What follows belongs to an exercise in optimizing a design on an open flow for small area; a production flow would make more cautious choices. In this exercise RTL edits were held to simulation tests only and were not proved equivalent to the original. No driver is modelled on the clock port, so clocking that relies on it looks cheaper here than on a real chip. Power and IR drop assume default switching activity.

Design all_modules, start of the top module:
module all_modules
  (
  input TMBsig,
  input DTMBsig,
  input LAYERsig,
  input DTWHOLEsig,
  input RESET_INsig,
  input SIGM_INsig,
  input ID_INsig,
  input [1:0] XBAR_ADDRsig,
  input [5:0] AXsig,
  input [5:0] AYsig,
  input CEBsig,
  input RSTBsig,
  input WEBsig,
  input CMEBsig,
  input DINsig,
  input [63:0] CM_WLsig,
  input CD_TRANSsig,
  input [1:0] KERNEL_MODEsig,
  input [1:0] inputsig_control,
  input [11:0] inputsig_address,
  input [7:0] inputsig_id,
  input [63:0] inputsig_data_c,
  input [1:0] inputsig_xbar_address,
  input inputsig_data_w,
  input inputsig_flag,
  input [3:0] inputsig_sigmoid_threshold,
  input [1:0] inputsig_kernel_mode, 
  input inputsig_CD_trans,
  input CLK,
  input RESET,
  input [11:0] xb0_DO_CM, xb1_DO_CM, xb2_DO_CM, xb3_DO_CM,
  input xb0_DO_R, xb1_DO_R, xb2_DO_R, xb3_DO_R,
  output xb0_DIN, xb1_DIN, xb2_DIN, xb3_DIN,
  output [5:0] xb0_AX, xb1_AX, xb2_AX, xb3_AX,
  output [5:0] xb0_AY, xb1_AY, xb2_AY, xb3_AY,
  output xb0_WEB, xb1_WEB, xb2_WEB, xb3_WEB,
  output xb0_CMEB, xb1_CMEB, xb2_CMEB, xb3_CMEB,
  output [63:0] xb0_WL_CM, xb1_WL_CM, xb2_WL_CM, xb3_WL_CM,
  output xb0_CEB, xb1_CEB, xb2_CEB, xb3_CEB,
  output xb0_RSTB, xb1_RSTB, xb2_RSTB, xb3_RSTB,
  output reg [11:0] DO_CMpo,
  output reg DO_Rpo,
  output [7:0] output_id_2,
  output [63:0] output_data_c_2,
  output [1:0] output_control_2,
  output [11:0] output_address_2,
  output [1:0] output_xbar_address_2,
  output output_data_w_2,
  output output_data_r_2,
  output output_flag_2, 
  output [3:0] output_sigmoid_threshold_2
);
  localparam [1:0] COMPUTE = 2'b10, WRITE = 2'b01, READ = 2'b11, SLEEP = 2'b00;
  localparam [1:0] ENABLE = 2'b01, DISABLE = 2'b10;
  wire crst = RESET & ~DTMBsig;         
  wire rst  = RESET_INsig | crst;
  reg [6:0] cc;
  always @(negedge CLK)
    if (rst) cc <= 7'd0;
  ...
==> flow/config.mk <==
export PLATFORM = sky130hd
export DESIGN_NAME = all_modules
export DESIGN_NICKNAME = all_modules
export VERILOG_FILES = /design/flow/design.v
export SDC_FILE = /design/flow/constraint.sdc
export NUM_CORES = 4
export LEC_CHECK = 0
export CAP_MARGIN = 0
export CORE_MARGIN = 2
export CORE_UTILIZATION = 65
export PLACE_DENSITY = 0.75
export SLEW_MARGIN = 0
==> flow/constraint.sdc <==
create_clock -name core_clock -period 10.0 [get_ports {CLK}]
set_input_delay 2.0000 -clock core_clock [delete_from_list [all_inputs] [get_ports {CLK}]]
set_output_delay 2.0000 -clock core_clock [all_outputs]
set_load 0.01 [all_outputs]
standard.sh (not shown) runs the stock make flow with config.mk's settings and CLKGATE_MAP_FILE= SYNTH_SCRIPT=/design/flow/synth_recipe.tcl, a recipe that flattens the netlist after the stock synthesis.
==> flow/flow/run.sh <==
#!/bin/bash
# Layout flow: the standard flow (standard.sh), with two changes:
#  - the clock inverter that synthesis puts in front of the (falling-edge) registers is not
#    cloned next to every register; CTS buffers the inverted clock net instead
#  - ports are buffered with sky130_fd_sc_hd__buf_1
set -euo pipefail
HERE=$(pwd)
export PRE_CTS_TCL="$HERE/flow/pre_cts.tcl"
export BUFFER_PORTS_ARGS="${BUFFER_PORTS_ARGS_OVERRIDE:--buffer_cell sky130_fd_sc_hd__buf_1}"
export CTS_ARGS="-sink_clustering_enable -repair_clock_nets -sink_clustering_size 18 -sink_clustering_max_diameter 50 -buf_list sky130_fd_sc_hd__clkbuf_8 -dont_use_dummy_load"
bash standard.sh > "$HERE/standard_flow.log" 2>&1
==> flow/flow/pre_cts.tcl <==
# Keep the single clock inverter: CTS then builds the tree on the inverted clock net.
proc repair_clock_inverters {args} {
  puts "repair_clock_inverters: skipped by the version's flow"
}
Rerun with:
--- a/flow/flow/pre_cts.tcl
+++ b/flow/flow/pre_cts.tcl
@@ -3,2 +3,11 @@
   puts "repair_clock_inverters: skipped by the version's flow"
 }
+# The clock port drives only that inverter; size it to drive the clock tree's root buffer.
+foreach pin [get_pins -of_objects [get_nets CLK]] {
+  set inst [get_cells -of_objects $pin]
+  set ref [get_property $inst ref_name]
+  if { [string match "sky130_fd_sc_hd__inv_*" $ref] || [string match "sky130_fd_sc_hd__clkinv_*" $ref] } {
+    puts "clock inverter [get_full_name $inst] ($ref) -> sky130_fd_sc_hd__clkinv_8"
+    replace_cell $inst sky130_fd_sc_hd__clkinv_8
+  }
+}
Settings changed: CAP_MARGIN 0 to 20, SLEW_MARGIN 0 to 20.
=> Worst setup slack is better by 0.32 ns. Power is about the same. Via count stays flat. Clock power barely changes. Final area stays flat. Synthesized area is unchanged. Routed wire length is about the same. Sequential power is about the same. Global-route usage does not change. Critical path depth is unchanged. Die area does not change.
Rerun with:
==> flow/flow/pre_cts.tcl (replaced) <==
# Keep the single clock inverter: CTS then builds the tree on the inverted clock net.
proc repair_clock_inverters {args} {
  puts "repair_clock_inverters: skipped by the version's flow"
}
Result: The new run finished clean; critical path depth stays the same; worst setup slack degrades by 0.32 ns; via count is about the same; total power is about the same; clock skew barely changes; global-route usage is unchanged; sequential power is about the same; wire length hardly moves.
Rerun with:
Settings changed: CAP_MARGIN 20 to 5, SLEW_MARGIN 20 to 5.
Effect: Global-route usage stays the same; wire length hardly moves; non-clock buffer count is unchanged; synthesized cell count does not change; worst hold slack hardly moves; die area stays the same.

## yarrow
Another version of the RTL of all_modules (not shown whole).
For scale: ~4400 cells after synthesis, roughly 1500 flip-flops, roughly 56000 µm² of cells after synthesis.
export LEC_CHECK = 0
export CAP_MARGIN = 20
export CORE_MARGIN = 2
export CORE_UTILIZATION = 65
export PLACE_DENSITY = 0.75
export SLEW_MARGIN = 20
create_clock -name core_clock -period 10.0 [get_ports {CLK}]
==> flow/flow/run.sh <==
#!/bin/bash
# Layout flow: the standard flow (standard.sh), with two changes:
#  - the clock inverter that synthesis puts in front of the (falling-edge) registers is not
#    cloned next to every register; CTS buffers the inverted clock net instead
#  - ports are buffered with sky130_fd_sc_hd__buf_1
set -euo pipefail
HERE=$(pwd)
export PRE_CTS_TCL="$HERE/flow/pre_cts.tcl"
export BUFFER_PORTS_ARGS="${BUFFER_PORTS_ARGS_OVERRIDE:--buffer_cell sky130_fd_sc_hd__buf_1}"
export CTS_ARGS="-sink_clustering_enable -repair_clock_nets -sink_clustering_size 10 -sink_clustering_max_diameter 40 -buf_list sky130_fd_sc_hd__clkbuf_4 -dont_use_dummy_load"
bash standard.sh > "$HERE/standard_flow.log" 2>&1
==> flow/flow/pre_cts.tcl <==
# Keep the single clock inverter: CTS then builds the tree on the inverted clock net.
proc repair_clock_inverters {args} {
  puts "repair_clock_inverters: skipped by the version's flow"
}
yarrow had finished all stages when the layout checks came back failing, citing negative setup slack.
For tundra, these inputs were changed with respect to yarrow:
diff --git a/flow/flow/run.sh b/flow/flow/run.sh
--- a/flow/flow/run.sh
+++ b/flow/flow/run.sh
@@ -9,3 +9,2 @@
 export BUFFER_PORTS_ARGS="${BUFFER_PORTS_ARGS_OVERRIDE:--buffer_cell sky130_fd_sc_hd__buf_1}"
-export CTS_ARGS="-sink_clustering_enable -repair_clock_nets -sink_clustering_size 10 -sink_clustering_max_diameter 40 -buf_list sky130_fd_sc_hd__clkbuf_4 -dont_use_dummy_load"
 bash standard.sh > "$HERE/standard_flow.log" 2>&1
diff --git a/flow/config.mk b/flow/config.mk
--- a/flow/config.mk
+++ b/flow/config.mk
@@ -10,2 +10,5 @@
 export CORE_UTILIZATION = 65
+export CTS_BUF_LIST = sky130_fd_sc_hd__clkbuf_8
+export CTS_CLUSTER_DIAMETER = 50
+export CTS_CLUSTER_SIZE = 18
 export PLACE_DENSITY = 0.75
[summary]
tundra went all the way through synthesis, placement and routing and the layout is clean on timing, DRC and antenna. As far as fraction of the mapped netlist area in simple logic gates is concerned, yarrow and tundra perform about the same. From yarrow to tundra the numbers moved as follows: layout-stage area growth over the synthesis result rose by 2.2 points, later-pin clock latency in the skew report lower, clock buffer instance count of the final layout lost 32%. Compared with yarrow, in tundra via count down 0.42%, wire length after detailed routing neither gained nor lost much, cell area power density moved up. Non-clock buffer count across tundra and yarrow: no real change. tundra vs yarrow: mean routed wirelength per cell down slightly.
Input-level comparison between fjord and tundra:
diff --git a/flow/flow/run.sh b/flow/flow/run.sh
--- a/flow/flow/run.sh
+++ b/flow/flow/run.sh
@@ -9,2 +9,3 @@
 export BUFFER_PORTS_ARGS="${BUFFER_PORTS_ARGS_OVERRIDE:--buffer_cell sky130_fd_sc_hd__buf_1}"
+export CTS_ARGS="-sink_clustering_enable -repair_clock_nets -sink_clustering_size 30 -sink_clustering_max_diameter 65 -dont_use_dummy_load"
 bash standard.sh > "$HERE/standard_flow.log" 2>&1
diff --git a/flow/config.mk b/flow/config.mk
--- a/flow/config.mk
+++ b/flow/config.mk
@@ -10,5 +10,2 @@
 export CORE_UTILIZATION = 65
-export CTS_BUF_LIST = sky130_fd_sc_hd__clkbuf_8
-export CTS_CLUSTER_DIAMETER = 50
-export CTS_CLUSTER_SIZE = 18
 export PLACE_DENSITY = 0.75
Results
Looking at final clock skew across fjord and tundra, the one that comes out lower is tundra.
Against tundra, count of nets after finishing in fjord fell slightly.
Via count of the first global-routing pass in fjord vs tundra: down 465
Going from tundra to fjord, wire length shrinks by 0.61%.
Across both runs, portion of total power attributed to combinational logic was higher for fjord than for tundra.
> inputs changed (fjord -> raven)
diff --git a/flow/flow/run.sh b/flow/flow/run.sh
--- a/flow/flow/run.sh
+++ b/flow/flow/run.sh
@@ -9,3 +9,2 @@
 export BUFFER_PORTS_ARGS="${BUFFER_PORTS_ARGS_OVERRIDE:--buffer_cell sky130_fd_sc_hd__buf_1}"
-export CTS_ARGS="-sink_clustering_enable -repair_clock_nets -sink_clustering_size 30 -sink_clustering_max_diameter 65 -dont_use_dummy_load"
 bash standard.sh > "$HERE/standard_flow.log" 2>&1
diff --git a/flow/config.mk b/flow/config.mk
--- a/flow/config.mk
+++ b/flow/config.mk
@@ -10,2 +10,4 @@
 export CORE_UTILIZATION = 65
+export CTS_CLUSTER_DIAMETER = 45
+export CTS_CLUSTER_SIZE = 36
 export PLACE_DENSITY = 0.75
Results
In raven, the power share of the clock group came out 13 points above the value in fjord. | area occupied by multi-input gates | fjord vs raven | ≈ equal |. The higher share of total power in sequential cells of fjord and raven is in fjord. Against fjord, raven comes in 0.25 points lower on area share of buffers outside the clock network. raven vs. fjord: area after synthesis roughly the same, summed area of non-filler cells in the final layout higher, wire length higher.
Input-level comparison between zinc and raven:
diff --git a/flow/config.mk b/flow/config.mk
--- a/flow/config.mk
+++ b/flow/config.mk
@@ -10,4 +10,4 @@
 export CORE_UTILIZATION = 65
-export CTS_CLUSTER_DIAMETER = 45
-export CTS_CLUSTER_SIZE = 36
+export CTS_CLUSTER_DIAMETER = 60
+export CTS_CLUSTER_SIZE = 28
 export PLACE_DENSITY = 0.75
Results
Between raven and zinc, the combined area of the multi-input logic cells figures differ only marginally.
Min wire length across raven and zinc: zinc
Register share of the cell area: raven and zinc compared, higher one is zinc
zinc vs. raven: share of cells above drive strength 1 went down by 2.0 points.
The standard cells in zinc occupy less silicon area than those in raven do.
Worst hold slack in zinc vs raven: up 0.028 ns
In zinc, global-route usage is lower than in raven.
